This is an optimization exercise on Yosys and OpenROAD, whose aim is small area, a short achievable clock period and few clock cycles, not a production implementation. Function not checked in this run: the RTL went through the layout flow alone. Power figures rest on the tool's default switching activity, not on a simulated workload.

`run.sh`:
```
#!/bin/bash
# synth_recipe.tcl (not shown) runs the flow's synth.tcl, then flattens the netlist and writes it again
# the make line also repeats each setting of config.mk as NAME=value (left out here)
make -C /OpenROAD-flow-scripts/flow DESIGN_CONFIG=/design/flow/config.mk WORK_HOME=/design/flow/orfs CLKGATE_MAP_FILE= SYNTH_SCRIPT=/design/flow/synth_recipe.tcl finish
```
`config.mk`:
```
export PLATFORM = sky130hd
export DESIGN_NAME = cpu_hazard
export DESIGN_NICKNAME = cpu_hazard
export VERILOG_FILES = /design/flow/design.v
export SDC_FILE = /design/flow/constraint.sdc
export NUM_CORES = 4
export LEC_CHECK = 0
export CAP_MARGIN = 20
export CORE_MARGIN = 2
export CORE_UTILIZATION = 40
export SETUP_SLACK_MARGIN = 2.5
export SLEW_MARGIN = 20
export SYNTH_HIERARCHICAL = 1
export SYNTH_MINIMUM_KEEP_SIZE = 0
```
`constraint.sdc`:
```
create_clock -name core_clock -period 6.0 [get_ports {clk}]
set_input_delay 1.2000 -clock core_clock [delete_from_list [all_inputs] [get_ports {clk}]]
set_output_delay 1.2000 -clock core_clock [all_outputs]
set_load 0.01 [all_outputs]
```
`design.v`:
```
`timescale 1ns / 1ps
module cpu_hazard(input wire clk,
           input wire rst,
           input wire enable,
           input wire start,
           output wire d_we,
           output wire [7:0] i_addr,
           output wire [7:0] d_addr,
           input  wire [15:0] i_datain,
           input  wire [15:0] d_datain,
           output wire [15:0] d_dataout,
           output wire busy
    );
    function automatic [7:0] inc8(input [7:0] x);
      integer i;
      reg c;
      begin
        c = 1'b1;
        for (i = 0; i < 8; i = i + 1)
        begin
          inc8[i] = x[i] ^ c;
          c = c & x[i];
        end
      end
    endfunction
    function automatic [15:0] rev16(input [15:0] x);
      integer i;
      for (i = 0; i < 16; i = i + 1) rev16[i] = x[15 - i];
    endfunction
    reg state;
    reg [7:0] pc;
    reg [15:0] gr [0:7];
    reg zf, nf, cf;
    reg [15:0] ex_a;           
    reg [15:0] ex_b;           
    reg [3:0]  ex_sh;          
    reg [2:0]  ex_rd;          
    reg        ex_wr;          
    reg        ex_load;
    reg        ex_store;
    reg        ex_flags;       
    reg        ex_sub;         
    reg        ex_addc;
    reg        ex_subc;
    reg        ex_sra;         
    reg        ex_s_add, ex_s_and, ex_s_or, ex_s_xor, ex_s_shr, ex_s_shl;
    assign i_addr = pc;
    assign busy = state;
    wire ex = state & enable;
    wire cin = ex_sub ? ~(ex_subc & cf) : (ex_addc & cf);
    wire [15:0] y = ex_sub ? ~ex_b : ex_b;
    wire [15:0] ap = ex_a ^ y;
    wire [15:0] ag = ex_a & y;
    wire [15:0] ao = ex_a | y;
    wire [15:0] sum;
    wire [15:0] kg;
    cpu_add16 u_add(.ap(ap), .ag(ag), .ci(cin), .s(sum), .co(kg[15]));
    wire alu_cf = ex_sub ? ~kg[15] : kg[15];
    wire alu_zf = (ap == {ao[14:0], cin});
    wire alu_nf = sum[15];
    wire [31:0] shr = {{16{ex_sra & ex_a[15]}}, ex_a} >> ex_sh;
    wire [15:0] res = ({16{ex_s_add}} & sum) | ({16{ex_s_and}} & ag) | ({16{ex_s_or}} & ao)
                    | ({16{ex_s_xor}} & ap) | ({16{ex_s_shr}} & shr[15:0])
                    | ({16{ex_s_shl}} & rev16(shr[15:0]));
    wire [15:0] wd = ex_load ? d_datain : res;
    wire [8:0] d_sum;
    cpu_add8 u_dadd(.x(ex_a[7:0]), .y({4'b0, ex_sh}), .ci(1'b0), .s(d_sum));
    assign d_addr = d_sum[7:0];
    assign d_dataout = ex_b;
    assign d_we = ex_store;
    wire zf_n = ex_flags ? alu_zf : zf;
    wire nf_n = ex_flags ? alu_nf : nf;
    wire cf_n = ex_flags ? alu_cf : cf;
    always @(posedge clk or negedge rst)
    begin
      if (!rst)
      begin
        zf <= 1'b0;
        nf <= 1'b0;
        cf <= 1'b0;
      end
      else
      begin
        zf <= zf_n;
        nf <= nf_n;
        cf <= cf_n;
      end
    end
    integer k;
    always @(posedge clk or negedge rst)
    begin
      if (!rst)
      begin
        for (k = 0; k < 8; k = k + 1) gr[k] <= 16'b0;
      end
      else if (ex_wr)
        gr[ex_rd] <= wd;
    end
    wire [4:0] op = i_datain[15:11];
    wire [2:0] rd = i_datain[10:8];
    wire [2:0] r1 = i_datain[6:4];
    wire [2:0] r2 = i_datain[2:0];
    wire [7:0] imm8 = i_datain[7:0];
    wire [3:0] imm4 = i_datain[3:0];
    wire op_halt  = (op == 5'b00001);
    wire op_load  = (op == 5'b00010);
    wire op_store = (op == 5'b00011);
    wire op_shl   = (op == 5'b00100) || (op == 5'b00101);
    wire op_srl   = (op == 5'b00110);
    wire op_sra   = (op == 5'b00111);
    wire op_and   = (op == 5'b01101);
    wire op_or    = (op == 5'b01110);
    wire op_xor   = (op == 5'b01111);
    wire op_ldih  = (op == 5'b10000);
    wire op_imm   = (op == 5'b01001) || (op == 5'b01011);
    wire op_sub   = (op == 5'b01010) || (op == 5'b01011) || (op == 5'b01100) || (op == 5'b10010);
    wire op_addc  = (op == 5'b10001);
    wire op_subc  = (op == 5'b10010);
    wire op_jump  = (op == 5'b11000);
    wire op_br    = (op[4:3] == 2'b11) && !op_jump;   
    wire op_arith = (op == 5'b01000) || (op == 5'b01001) || (op == 5'b01010) || (op == 5'b01011) || (op == 5'b01100)
                 || (op == 5'b10000) || (op == 5'b10001) || (op == 5'b10010);
    wire wr_reg   = op_load || op_shl || op_srl || op_sra || op_and || op_or || op_xor
                 || (op_arith && op != 5'b01100);
    wire a_is_rd  = op_imm || op_ldih;
    wire [15:0] g_rd = gr[rd];
    wire [15:0] v_rd = (ex_wr && ex_rd == rd) ? wd : g_rd;
    wire [15:0] v_r1 = (ex_wr && ex_rd == r1) ? wd : gr[r1];
    wire [15:0] v_r2 = (ex_wr && ex_rd == r2) ? wd : gr[r2];
    wire br_stall = op_br && ex_wr && (ex_rd == rd);
    wire [8:0] t_sum;
    cpu_add8 u_tadd(.x(g_rd[7:0]), .y(imm8), .ci(1'b0), .s(t_sum));
    wire taken = (op == 5'b11001) || ((op == 5'b11010) && zf_n) || ((op == 5'b11011) && !zf_n)
              || ((op == 5'b11100) && nf_n) || ((op == 5'b11101) && !nf_n)
              || ((op == 5'b11110) && cf_n) || ((op == 5'b11111) && !cf_n);
    wire go = ex && !br_stall;      
    always @(posedge clk or negedge rst)
    begin
      if (!rst) state <= 1'b0;
      else if (!state) state <= enable & start;
      else state <= enable & ~op_halt;
    end
    always @(posedge clk or negedge rst)
    begin
      if (!rst) pc <= 8'b0;
      else if (go)
      begin
        if (op_jump) pc <= imm8;
        else if (taken) pc <= t_sum[7:0];
        else if (!op_halt) pc <= inc8(pc);
      end
    end
    always @(posedge clk or negedge rst)
    begin
      if (!rst)
      begin
        ex_wr <= 1'b0;
        ex_load <= 1'b0;
        ex_store <= 1'b0;
        ex_flags <= 1'b0;
      end
      else
      begin
        ex_wr <= go && wr_reg;
        ex_load <= go && op_load;
        ex_store <= go && op_store;
        ex_flags <= go && op_arith;
      end
    end
    always @(posedge clk)
    begin
      ex_rd <= rd;
      ex_sub <= op_sub;
      ex_addc <= op_addc;
      ex_subc <= op_subc;
      ex_sra <= op_sra;
      ex_s_add <= op_arith;
      ex_s_and <= op_and;
      ex_s_or <= op_or;
      ex_s_xor <= op_xor;
      ex_s_shr <= op_srl || op_sra;
      ex_s_shl <= op_shl;
      ex_sh <= imm4;
      ex_a <= a_is_rd ? v_rd : op_shl ? rev16(v_r1) : v_r1;
      ex_b <= op_ldih ? {imm8, 8'b0} : op_imm ? {8'b0, imm8} : op_store ? v_rd : v_r2;
    end
endmodule
module cpu_add8(input wire [7:0] x, input wire [7:0] y, input wire ci, output wire [8:0] s);
    reg [7:0] gg, pp;
    integer d, i;
    always @(*)
    begin
      gg = x & y;
      pp = x ^ y;
      gg[0] = gg[0] | (pp[0] & ci);
      for (d = 1; d < 8; d = d * 2)
        for (i = 7; i >= d; i = i - 1)
        begin
          gg[i] = gg[i] | (pp[i] & gg[i - d]);
          pp[i] = pp[i] & pp[i - d];
        end
    end
    assign s = {gg[7], (x ^ y) ^ {gg[6:0], ci}};
endmodule
module cpu_add16(input wire [15:0] ap, input wire [15:0] ag, input wire ci,
                 output wire [15:0] s, output wire co);
    reg [15:0] kg, kp;
    integer d, i;
    always @(*)
    begin
      kg = ag;
      kp = ap;
      kg[0] = ag[0] | (ap[0] & ci);
      for (d = 1; d < 16; d = d * 2)
        for (i = 15; i >= d; i = i - 1)
        begin
          kg[i] = kg[i] | (kp[i] & kg[i - d]);
          kp[i] = kp[i] & kp[i - d];
        end
    end
    assign s = ap ^ {kg[14:0], ci};
    assign co = kg[15];
endmodule
```
==> flow_summary.yaml <==
status:
  outcome: "no timing/DRC/antenna violations"
power_and_ir_drop:
  comb_power_share: 0.474
  power.clock.fraction: 0.194
  power.density_cell_area_mw_per_mm2: 336.8
  total_net_switching_power_mw: 2.522
  ir_drop_mv: 0.2273
  p_int_mw: 3.568
  power.sequential.fraction: 0.333
  p_leak_nw: 7.453
  power.share.switching: 0.4141
sta:
  setup-violations-final: 0
  timing.final.hold_violations: 0
  timing_max_transition_violations_final: 0
  worst_slew_pin_slew_ns: 1.162
  fin_crit_sh: 0.6434
  fin_setup_tns_ns: 0
  relSlewSlack: 0.2232
  worst_slack_ns: 2.139
  final.setup_skew_ns: 0.01271
  highest_clock_rate_mhz: 259.0
  rsz0062_at_grt: "true"
  fin_crit_ns: 3.861
floorplanning:
  fp.coreArea_mm2: 0.03661
  num_rows: 70
  chipWidth_um: 196.9
  design.die.area_mm2: 0.03879
  top_level_ports: 70
  die_height_um: 196.9
  initial_utilization: 0.4067
global_route:
  grt.busiest_layer: "met2"
  grt.overflow.total: 0
  globalRouteTotalUtil: 0.2800
  grt_antenna_before_repair: 0
  grt_first_pass_wirelength_um: 83210
  first_global_vias: 13472
  gr-usage-met2: 0.4490
  use_met1: 0.3792
  grt_max_degree: 97
  groute.layer.met3.usage: 0.03919
place:
  io_buffer_count: 69
  routability_cong: 0.9573
  dp_hpwl_um: 38310
  pre_cts_ws_ns: 1.253
routing:
  drt_wl_total_um: 54240
  viasPerCell: 6.282
  route.detailed.wl_per_inst_um: 24.07
  drc_violations: 0
  via_count: 14154
  detailedRoute.firstPassIterationCount: 6
  iter_0_drt_violations: 1377
  ant_nets: 0
final_layout:
  number_of_inserted_filler_cells_in_the_final_layout: 3472
  fraction_of_final_layout_cells_with_drive_strength_greater_than_1: 0.2263
  finalNetCount: 1866
  antennaDiodeCount: 0
  area_growth_pct: 21.44
  finalCoreUtilization: 0.4940
worst_setup_path:
  end_kind: "flip-flop"
  beginning_of_the_worst_register_to_register_path: "ex_sub"
  critPathTopFamily: "compound AO/OA/AOI/OAI gates"
  crit_chain: "buf_12 -> buf_12 -> xor2_4 -> inv_2 -> ha_4 -> o21ai_2 -> a22oi_2 -> o22a_2 -> xor2_2 -> a222oi_1 -> o211ai_1 -> o32ai_1 -> buf_4 -> o22ai_4 -> mux2i_1 -> a21oi_1"
  rr_endpoint: "ex_a[7]"
  ff2ff_path_depth: 16
  timing.critical_path.slowest_cell_delay_ns: 0.65
  cp_slowest_cell: "a222oi_1"
  critical_path.n_buffers_inverters: 4
  worst-endpoint-arrival_ns: 4.18
  worstSetupPathType: "reg -> reg"
  r2r_slack_ns: 2.14
  timing.critical_path.mode_cell: "buf_12"
  critPathRequiredTime_ns: 6.32
  crit_path_max_fanout: 8
  setup.worst_path.start_class: "flip-flop"
clock_network:
  cts.clk_slew.worst_paths_ns: 0.08
  clock_tree_from_tritoncts: "yes"
  cts_made_buffers: 17
  clk_root_buffer_cell: "clkbuf_16"
  cts.sinks: 193
  worst_skew_pair.late_latency_ns: 0.45
  clock_tree.buffer_depth: 2
  cts-htree-levels: 4
job:
  timing.max_cap.violations: 0
logic_synthesis:
  mappedNetlistArea_mm2: 0.01489
  yosysWarnings: 10
  number_of_cells_produced_by_synthesis: 1738
  avgSynthCellArea_um2: 8.568
worst_hold_path:
  worst_hold_path.endpoint: "gr[1][2]"
  hold_class: "reg -> reg"
  hp-start: "gr[1][2]"
  hold_path_depth: 2
## power by group through the flow
stage,registers (mW),clock network (mW),logic [mW]
floorplan,1.86,0,1.63
global placement,2.02,0,2.22
detailed placement,2.03,0,2.25
CTS,2.00,1.19,2.44
global route,2.07,1.25,3.10
finish,2.03,1.18,2.88
## state kept, by name, summed over array words and instances, names as in the netlist, 3 cells and up
register  flops
gr          128
ex_rd         3
ex_sh         4
ex_a         16
ex_b         16
pc            8
## routing by layer
metal	share of wire	wire [um]	vias to the layer above
li1	-	-	6454
met1	0.42	23030	6976
met2	0.47	25300	613
met3	0.068	3708	111
met4	0.041	2205	0
met5	0	0	-
## layout by cell type (no fill, tap or decap), types with 14 or more instances in the layout
master	count
nor2_1	80
dfrtp_1	144
nand2_1	224
o221ai_1	14
xor2_1	26
mux4_2	47
clkdlybuf4s50_1	49
o22ai_1	20
ha_4	17
xnor2_1	27
a22oi_1	24
nor2b_1	20
nand2b_1	30
mux2i_1	53
nand3_1	34
a211oi_1	15
inv_1	69
a22o_1	15
clkbuf_16	17
o21ai_1	23
o21ai_2	48
o211ai_1	18
a21oi_1	78
mux2_2	20
a21oi_2	15
ha_1	33
dfxtp_1	41
nor3_1	16
buf_6	14
o21ai_0	143
buf_4	58
## through the flow
| step | area, um2 | hold slack (ns) | std cells | power, mW |
|---|---|---|---|---|
| floorplan | 15110 | 0.4498 | 1743 | 3.483 |
| finish | 18080 | 0.4911 | 2253 | 6.090 |
| global placement | 15890 | 0.4672 | 2169 | 4.242 |
| CTS | 17100 | 0.4957 | 2227 | 5.629 |
| global route | 18080 | 0.5483 | 2253 | 6.421 |
| detailed placement | 15900 | 0.4779 | 2169 | 4.275 |
## worst max path at each step
stage / from / end / slack [ns] / cells past startpoint
global route: ex_sub / ex_b[14] / 2.00 / 19
finish: ex_sub / ex_a[7] / 2.14 / 16
detailed placement: i_datain[8] / pc[7] / 1.25 / 12
CTS: ex_sub / gr[6][14] / 2.17 / 18
global placement: i_datain[8] / pc[7] / 1.33 / 14
floorplan: ex_sub / pc[1] / 2.33 / 21
## worst register-to-register path: stages, from the launching register on
cell and delay, ns:
dfxtp_4 0.43, buf_12 0.19, buf_12 0.13, xor2_4 0.14, inv_2 0.07, ha_4 0.31
o21ai_2 0.08, a22oi_2 0.24, o22a_2 0.27, xor2_2 0.09, a222oi_1 0.65, o211ai_1 0.18
o32ai_1 0.32, buf_4 0.25, o22ai_4 0.10, mux2i_1 0.16, a21oi_1 0.08
## final cells by class
cell class / count / area (um2) / share of cell area
clock inverter: 15 / 163.9 / 0.009064
sequential: 193 / 4602 / 0.2545
inverter: 80 / 307.8 / 0.01702
timing repair buffer: 155 / 1546 / 0.08552
clock buffer: 17 / 425.4 / 0.02352
tap: 468 / 585.6 / 0.03238
multi-input combinational: 1325 / 10450 / 0.5780
## timing repair
action                                  CTS  global route
endpoints found under the setup margin  160           141
hold buffers                              0             0
gates resized for setup                  94           222
gates cloned                              1             0
buffers inserted                         25            26
pin swaps                                37            96

## static timing again, ports no longer ideal
In the flow no input, the clock included, has a driving cell. The finished layout below was timed again as built, in two steps.
Step 1: set_driving_cell puts a clkbuf_16 on clk and a buf_2 on each other input, an assumption about the parent block.
Step 2 moves the port delays by t, midway between the first and last clock arrival at a register: inputs arrive t later, outputs are due t later. That takes back most of the time a late clock gives input paths.
Three values: ideal ports, drivers, drivers and shift; two values: the first two.
shift t [ns]: 0.500
setup slack, ns: 2.139 / 2.139 / 1.781
hold slack, ns: 0.491 / 0.491 / 0.491
worst register clock-pin slew, ns: 0.08 / 0.08
cell pins on the clock port's net: 1
After both steps setup and hold are still met in this run. For this run, drivers alone change the setup slack by 0.000 ns; drivers and shift together by -0.358 ns.
